From an optimization exercise on the open Yosys and OpenROAD flow, aimed at a short achievable clock period and few clock cycles; shortcuts taken in it are not production practice. In this exercise RTL edits were held to simulation tests only and were not proved equivalent to the original. Power and IR drop assume default switching activity.

Setup of rev 12:
## SCPU
module SCPU(
	input wire clk,
	input wire rst,
	output wire inst_ren,
	output wire [31:0] inst_addr,
	input wire [31:0] inst_data,
	output wire mem_ren,
	output wire mem_wen,
	output wire [31:0] mem_addr,
	output wire [31:0] mem_dout,
	input wire [31:0] mem_din
	);
Size in the first run: ~8,600 cells after synthesis, about 170 I/O pins, ~84,000 um^2 of cells after synthesis.
Settings: LEC_CHECK=0, CAP_MARGIN=20, CORE_MARGIN=2, CORE_UTILIZATION=50, SETUP_SLACK_MARGIN=4.3, SLEW_MARGIN=20, SYNTH_HIERARCHICAL=1, SYNTH_MINIMUM_KEEP_SIZE=0; clock period 7.0 ns.
standard.sh (not shown) runs the stock make flow with config.mk's settings and CLKGATE_MAP_FILE= SYNTH_SCRIPT=/design/flow/synth_recipe.tcl, a recipe that flattens the netlist after the stock synthesis.
==> flow/flow/run.sh <==
#!/bin/bash
# The standard layout (standard.sh: the standard flow's own ORFS flow, synthesis included),
# with one more cell on the platform's don't-use list: a222oi_1, which the
# library has only in size 1, so that neither synthesis nor timing repair
# leaves a weak 6-input and-or gate on a path it cannot upsize.
set -euo pipefail
DONT_USE="sky130_fd_sc_hd__probe_p_8 sky130_fd_sc_hd__probec_p_8 sky130_fd_sc_hd__lpflow_bleeder_1 sky130_fd_sc_hd__lpflow_clkbufkapwr_1 sky130_fd_sc_hd__lpflow_clkbufkapwr_16 sky130_fd_sc_hd__lpflow_clkbufkapwr_2 sky130_fd_sc_hd__lpflow_clkbufkapwr_4 sky130_fd_sc_hd__lpflow_clkbufkapwr_8 sky130_fd_sc_hd__lpflow_clkinvkapwr_1 sky130_fd_sc_hd__lpflow_clkinvkapwr_16 sky130_fd_sc_hd__lpflow_clkinvkapwr_2 sky130_fd_sc_hd__lpflow_clkinvkapwr_4 sky130_fd_sc_hd__lpflow_clkinvkapwr_8 sky130_fd_sc_hd__lpflow_decapkapwr_12 sky130_fd_sc_hd__lpflow_decapkapwr_3 sky130_fd_sc_hd__lpflow_decapkapwr_4 sky130_fd_sc_hd__lpflow_decapkapwr_6 sky130_fd_sc_hd__lpflow_decapkapwr_8 sky130_fd_sc_hd__lpflow_inputiso0n_1 sky130_fd_sc_hd__lpflow_inputiso0p_1 sky130_fd_sc_hd__lpflow_inputiso1n_1 sky130_fd_sc_hd__lpflow_inputiso1p_1 sky130_fd_sc_hd__lpflow_inputisolatch_1 sky130_fd_sc_hd__lpflow_isobufsrc_1 sky130_fd_sc_hd__lpflow_isobufsrc_16 sky130_fd_sc_hd__lpflow_isobufsrc_2 sky130_fd_sc_hd__lpflow_isobufsrc_4 sky130_fd_sc_hd__lpflow_isobufsrc_8 sky130_fd_sc_hd__lpflow_isobufsrckapwr_16 sky130_fd_sc_hd__lpflow_lsbuf_lh_hl_isowell_tap_1 sky130_fd_sc_hd__lpflow_lsbuf_lh_hl_isowell_tap_2 sky130_fd_sc_hd__lpflow_lsbuf_lh_hl_isowell_tap_4 sky130_fd_sc_hd__lpflow_lsbuf_lh_isowell_4 sky130_fd_sc_hd__lpflow_lsbuf_lh_isowell_tap_1 sky130_fd_sc_hd__lpflow_lsbuf_lh_isowell_tap_2 sky130_fd_sc_hd__lpflow_lsbuf_lh_isowell_tap_4 sky130_fd_sc_hd__a222oi_1"
bash standard.sh "DONT_USE_CELLS=$DONT_USE" finish > standard_make.log 2>&1
Every stage of the flow completed for rev 12, and the final layout passed the timing, DRC and antenna checks.
Testbench counts of rev 12, summed over its fixed seeds: cycles 47,365.
> inputs changed (rev 12 -> rev 13)
diff --git a/flow/design.v b/flow/design.v
--- a/flow/design.v
+++ b/flow/design.v
@@ -52,29 +52,25 @@
 	scpu_srl32 u_srl(.a(x_b), .sh(x_sh), .o(shr));
 	wire eq, jeq;
 	scpu_resolve u_res(.a(x_a), .bv(x_bv), .pnpc(x_pnpc), .alt(x_alt), .jreg(x_jreg),
 		.eq(eq), .jeq(jeq), .fix_pc(fix_pc));
 	scpu_mis u_mis(.eq(eq), .jeq(jeq), .br(x_br), .beq(x_beq), .bpred(x_bpred), .jreg(x_jreg),
 		.mispredict(mispredict));
 	wire        lu_stall, f_link, f_writes, f_lw, f_sw, f_br, f_beq, f_bpred, f_jreg;
 	wire        f_useimm, fa, fb, sdl, f_j, f_jr, f_lui;
 	wire [4:0]  f_dst;
 	wire [9:0]  f_op;
-	wire d_useimm, d_bpred, d_j, d_jr, d_fa, d_fb, d_sdl, d_lu;
 	scpu_dec u_dec(.ins(inst_data), .x_fwd(x_fwd), .x_ldw(x_ldw), .x_rd(x_rd),
-		.lu_stall(d_lu), .link(f_link), .writes(f_writes), .dst(f_dst),
-		.lw(f_lw), .sw(f_sw), .br(f_br), .beq(f_beq), .bpred(d_bpred), .jreg(f_jreg),
-		.useimm(d_useimm), .op(f_op), .fa(d_fa), .fb(d_fb), .sdl(d_sdl),
-		.j(d_j), .jr(d_jr), .lui(f_lui));
-	scpu_pcdec u_pcd(.ins(inst_data), .j(f_j), .jr(f_jr), .bpred(f_bpred), .useimm(f_useimm));
-	scpu_hazard u_hz(.ins(inst_data), .x_fwd(x_fwd), .x_ldw(x_ldw), .x_rd(x_rd),
-		.lu_stall(lu_stall), .fa(fa), .fb(fb), .sdl(sdl));
+		.lu_stall(lu_stall), .link(f_link), .writes(f_writes), .dst(f_dst),
+		.lw(f_lw), .sw(f_sw), .br(f_br), .beq(f_beq), .bpred(f_bpred), .jreg(f_jreg),
+		.useimm(f_useimm), .op(f_op), .fa(fa), .fb(fb), .sdl(sdl),
+		.j(f_j), .jr(f_jr), .lui(f_lui));
 	wire f_go = ~mispredict & ~lu_stall;    
 	wire [15:0] blo;
 	wire        bco;
 	scpu_add16 u_badd(.a(pc_i[17:2]), .b(inst_data[15:0]), .s(blo), .co(bco));
 	wire [31:0] pc4, jtarget, pnpc, immv, e_alt;
 	wire [13:0] bx1, bx0;
 	scpu_npc u_npc(.ins(inst_data), .pc(pc_i), .ras(ras), .jr(f_jr), .bpred(f_bpred), .lui(f_lui),
 		.pc4(pc4), .jtarget(jtarget), .pnpc(pnpc), .immv(immv), .x1(bx1), .x0(bx0),
 		.e_alt(e_alt));
 	wire t_alt = ~f_bpred;
@@ -402,49 +398,20 @@
 	assign j = f_j | f_jal;
 	assign jr = f_jr;
 	assign lui = f_lui;
 	assign op = {link, f_lui, f_srl, f_slt | f_slti, f_nor, f_xor | f_xori,
 	             f_or | f_ori, f_and | f_andi, f_sub, f_add | f_addi | f_lw | f_sw};
 	assign lu_stall = x_ldw & ((x_rd == rs) | ((x_rd == rt) & ~f_sw));
 	assign fa = x_fwd & (x_rd == rs);
 	assign fb = x_fwd & (x_rd == rt);
 	assign sdl = x_ldw & (x_rd == rt);
 endmodule
-module scpu_pcdec(
-	input wire [31:0] ins,
-	output wire j, jr, bpred, useimm
-	);
-	wire [5:0] opc = ins[31:26];
-	wire rtype = (opc == 6'h00);
-	wire f_beq = (opc == 6'h04);
-	wire f_bne = (opc == 6'h05);
-	assign j = (opc[5:1] == 5'b00001);
-	assign jr = rtype & (ins[5:0] == 6'h08);
-	assign bpred = (f_beq | f_bne) & ((ins[25:21] == ins[20:16]) ? f_beq : (f_bne | ins[15]));
-	assign useimm = ~rtype;
-endmodule
-module scpu_hazard(
-	input wire [31:0] ins,
-	input wire x_fwd, x_ldw,
-	input wire [4:0] x_rd,
-	output wire lu_stall, fa, fb, sdl
-	);
-	wire [4:0] rs = ins[25:21];
-	wire [4:0] rt = ins[20:16];
-	wire f_sw = (ins[31:26] == 6'h2B);
-	wire ea = (x_rd == rs);
-	wire eb = (x_rd == rt);
-	assign lu_stall = x_ldw & (ea | (eb & ~f_sw));
-	assign fa = x_fwd & ea;
-	assign fb = x_fwd & eb;
-	assign sdl = x_ldw & eb;
-endmodule
 module scpu_add16(
 	input wire [15:0] a,
 	input wire [15:0] b,
 	output wire [15:0] s,
 	output wire co
 	);
 	wire [15:0] g = a & b;
 	wire [15:0] p = a ^ b;
 	wire [15:0] G;
 	ks16_prefix u_px(.g({g[15:1], g[0] | p[0]}), .p(p), .G(G));
[summary]
Looking at the reports, rev 13 completed the entire flow and the layout it produced met the timing, DRC and antenna checks.
Delta (rev 13 minus rev 12): quantity of I/O buffers inserted on ports stayed essentially flat; ratio of final minimum period to clock period fell by 1.4 points.
The layout buffer count excluding clock buffers of rev 13 exceeds that of rev 12 by 35.
Delta (rev 13 minus rev 12): global placer's final weighted congestion fell 2.5%, clock group share of total power -0.4 points, total negative slack held, smallest hold slack increased by 0.0038 ns relative to the old numbers.
In the metrics for rev 13 and rev 12, the one carrying the higher sequential share of layout area is rev 12.
Comparing rev 13 with rev 12, the synthesized area came out essentially unchanged.
Of rev 13 and rev 12, the run reporting the higher clock period minus final worst setup slack was rev 12.
Rev 13 -> rev 12: power consumption flat
On worst setup slack, the lower figure sits with rev 12, not rev 13.
Startpoint of the most critical setup path = x_bv[14]: rev 13; startpoint of the most critical setup path = inst_data[30]: rev 12
Rev 13 — wire length about 1.6% higher, rev 12 as reference
Between rev 13 and rev 12, the difference in area enclosed by the die boundary is negligible.
Testbench counts of rev 13, summed over its fixed seeds: cycles 47,365.

* * *

SCPU, a different RTL version from the one above (not shown whole).
Size: roughly 8400 cells after synthesis, ~170 I/O pins.
==> module scpu_pcctl, before the edit <==
module scpu_pcctl(
	input wire j, jr, bpred,
	output wire s_j, s_ras, seq, t
	);
	assign s_j = j;
	assign s_ras = jr;
	assign t = bpred;
	assign seq = ~(j | jr | bpred);
endmodule
==> module scpu_npcsel, before the edit <==
module scpu_npcsel(
	input wire s_j, s_ras,
	input wire [7:0] jt,
	input wire [7:0] ras,
	output wire [7:0] e
	);
	assign e = ({8{s_j}} & jt) | ({8{s_ras}} & ras);
endmodule
==> module scpu_pcslice, before the edit <==
module scpu_pcslice(
	input wire rst,
	input wire eq, jeq, br, beq, xbpred, jreg,
	input wire lu_stall,
	input wire j, jr, bpred, c,
	input wire [7:0] fix,
	input wire [7:0] hold,
	input wire [7:0] jt,
	input wire [7:0] ras,
	input wire [7:0] pc4,
	input wire [7:0] bt1,
	input wire [7:0] bt0,
	output wire [7:0] o
	);
	wire s_j, s_ras, seq, t;
	scpu_pcctl u_c(.j(j), .jr(jr), .bpred(bpred), .s_j(s_j), .s_ras(s_ras), .seq(seq), .t(t));
	wire [7:0] e, pred;
	scpu_npcsel u_e(.s_j(s_j), .s_ras(s_ras), .jt(jt), .ras(ras), .e(e));
	scpu_pclate u_l(.e(e), .t(t), .c(c), .bt1(bt1), .bt0(bt0), .o(pred));
	scpu_pcfin u_f(.rst(rst), .eq(eq), .jeq(jeq), .br(br), .beq(beq), .bpred(xbpred), .jreg(jreg),
		.lu_stall(lu_stall), .seq(seq), .fix(fix), .hold(hold), .pc4(pc4), .pred(pred), .o(o));
endmodule
==> module scpu_pcfin, before the edit <==
module scpu_pcfin(
	input wire rst,
	input wire eq, jeq, br, beq, bpred, jreg,
	input wire lu_stall, seq,
	input wire [7:0] fix,
	input wire [7:0] hold,
	input wire [7:0] pc4,
	input wire [7:0] pred,    
	output wire [7:0] o
	);
	wire mispredict;
	scpu_mis u_mis(.eq(eq), .jeq(jeq), .br(br), .beq(beq), .bpred(bpred), .jreg(jreg),
		.mispredict(mispredict));
	wire go     = ~rst & ~mispredict & ~lu_stall;
	wire s_fix  = ~rst & mispredict;
	wire s_hold = ~rst & ~mispredict & lu_stall;
	wire s_seq  = go & seq;
	assign o = ({8{s_fix}} & fix) | ({8{s_hold}} & hold) | ({8{s_seq}} & pc4) | ({8{go}} & pred);
endmodule
Settings: LEC_CHECK=0, CAP_MARGIN=20, CORE_MARGIN=2, CORE_UTILIZATION=50, SETUP_SLACK_MARGIN=4.3, SLEW_MARGIN=20, SYNTH_HIERARCHICAL=1, SYNTH_MINIMUM_KEEP_SIZE=0; clock period 7.0 ns.
run.sh (not shown) runs the stock make flow with config.mk's settings and CLKGATE_MAP_FILE= SYNTH_SCRIPT=/design/flow/synth_recipe.tcl, a recipe that flattens the netlist after the stock synthesis.
Stock flow here: none of the scripts above is used.
Testbench counts at the start, summed over its fixed seeds: cycles 47,365.
Change:
--- a/flow/design.v
+++ b/flow/design.v
@@ -439,22 +439,23 @@
 	assign o = a + 30'd1;
 endmodule
 module scpu_pcctl(
 	input wire j, jr, bpred,
-	output wire s_j, s_ras, seq, t
+	output wire s_j, s_ras, s_pc4, t
 	);
-	assign s_j = j;
-	assign s_ras = jr;
-	assign t = bpred;
-	assign seq = ~(j | jr | bpred);
+	assign s_j   = j;
+	assign s_ras = ~j & jr;
+	assign t     = ~j & ~jr & bpred;
+	assign s_pc4 = ~j & ~jr & ~bpred;
 endmodule
 module scpu_npcsel(
-	input wire s_j, s_ras,
+	input wire s_j, s_ras, s_pc4,
 	input wire [7:0] jt,
 	input wire [7:0] ras,
+	input wire [7:0] pc4,
 	output wire [7:0] e
 	);
-	assign e = ({8{s_j}} & jt) | ({8{s_ras}} & ras);
+	assign e = ({8{s_j}} & jt) | ({8{s_ras}} & ras) | ({8{s_pc4}} & pc4);
 endmodule
 module scpu_pclate(
 	input wire [7:0] e,
 	input wire t, c,
@@ -477,34 +478,32 @@
 	input wire [7:0] bt1,
 	input wire [7:0] bt0,
 	output wire [7:0] o
 	);
-	wire s_j, s_ras, seq, t;
-	scpu_pcctl u_c(.j(j), .jr(jr), .bpred(bpred), .s_j(s_j), .s_ras(s_ras), .seq(seq), .t(t));
+	wire s_j, s_ras, s_pc4, t;
+	scpu_pcctl u_c(.j(j), .jr(jr), .bpred(bpred), .s_j(s_j), .s_ras(s_ras), .s_pc4(s_pc4), .t(t));
 	wire [7:0] e, pred;
-	scpu_npcsel u_e(.s_j(s_j), .s_ras(s_ras), .jt(jt), .ras(ras), .e(e));
+	scpu_npcsel u_e(.s_j(s_j), .s_ras(s_ras), .s_pc4(s_pc4), .jt(jt), .ras(ras), .pc4(pc4), .e(e));
 	scpu_pclate u_l(.e(e), .t(t), .c(c), .bt1(bt1), .bt0(bt0), .o(pred));
 	scpu_pcfin u_f(.rst(rst), .eq(eq), .jeq(jeq), .br(br), .beq(beq), .bpred(xbpred), .jreg(jreg),
-		.lu_stall(lu_stall), .seq(seq), .fix(fix), .hold(hold), .pc4(pc4), .pred(pred), .o(o));
+		.lu_stall(lu_stall), .fix(fix), .hold(hold), .pred(pred), .o(o));
 endmodule
 module scpu_pcfin(
 	input wire rst,
 	input wire eq, jeq, br, beq, bpred, jreg,
-	input wire lu_stall, seq,
+	input wire lu_stall,
 	input wire [7:0] fix,
 	input wire [7:0] hold,
-	input wire [7:0] pc4,
-	input wire [7:0] pred,    
+	input wire [7:0] pred,
 	output wire [7:0] o
 	);
 	wire mispredict;
 	scpu_mis u_mis(.eq(eq), .jeq(jeq), .br(br), .beq(beq), .bpred(bpred), .jreg(jreg),
 		.mispredict(mispredict));
-	wire go     = ~rst & ~mispredict & ~lu_stall;
 	wire s_fix  = ~rst & mispredict;
 	wire s_hold = ~rst & ~mispredict & lu_stall;
-	wire s_seq  = go & seq;
-	assign o = ({8{s_fix}} & fix) | ({8{s_hold}} & hold) | ({8{s_seq}} & pc4) | ({8{go}} & pred);
+	wire s_pred = ~rst & ~mispredict & ~lu_stall;
+	assign o = ({8{s_fix}} & fix) | ({8{s_hold}} & hold) | ({8{s_pred}} & pred);
 endmodule
 module scpu_rfread(
 	input wire [4:0] rs,
 	input wire [4:0] rt,
What happened: Combinational power goes up by about 3%; power stays flat; utilization goes up by 0.85 points; first-iteration DRC count goes up by 2.4%; cell count stays flat; routed wire length goes down by 0.40%.
Testbench counts after the change, summed over its fixed seeds: cycles 47,365.

==> re-timing with driven ports <==
No port has a modelled driver above. Below, the same layouts with a new extraction and two added sets of constraints. Step 1, drivers: a clkbuf_16 drives clk and a buf_2 each remaining input, both assumed. Step 2 times the ports against the registers' clock, not the clock port: input delays grow and output delays shrink by t, the midpoint of the rising clock arrivals with the driver on. a / b / c = no drivers / after step 1 / after step 2; a / b = the first two.
run | t, ns | slack for setup (ns) | worst setup path after step 2 | worst data-port slew with drivers (ns)
rev 12 | 0.944 | 3.868 / 3.613 / 2.669 | input to register | 0.55
rev 13 | 0.927 | 3.966 / 3.696 / 2.769 | input to register | 0.49
the first run of note 2 | 0.934 | 3.778 / 3.570 / 2.636 | input to register | 0.46
the second run of note 2 | 0.927 | 3.876 / 3.415 / 2.488 | input to register | 0.71
After both steps setup and hold are still met in every run listed. For the second run of note 2, which loses most, drivers alone change the setup slack by -0.461 ns; drivers and shift together by -1.388 ns.
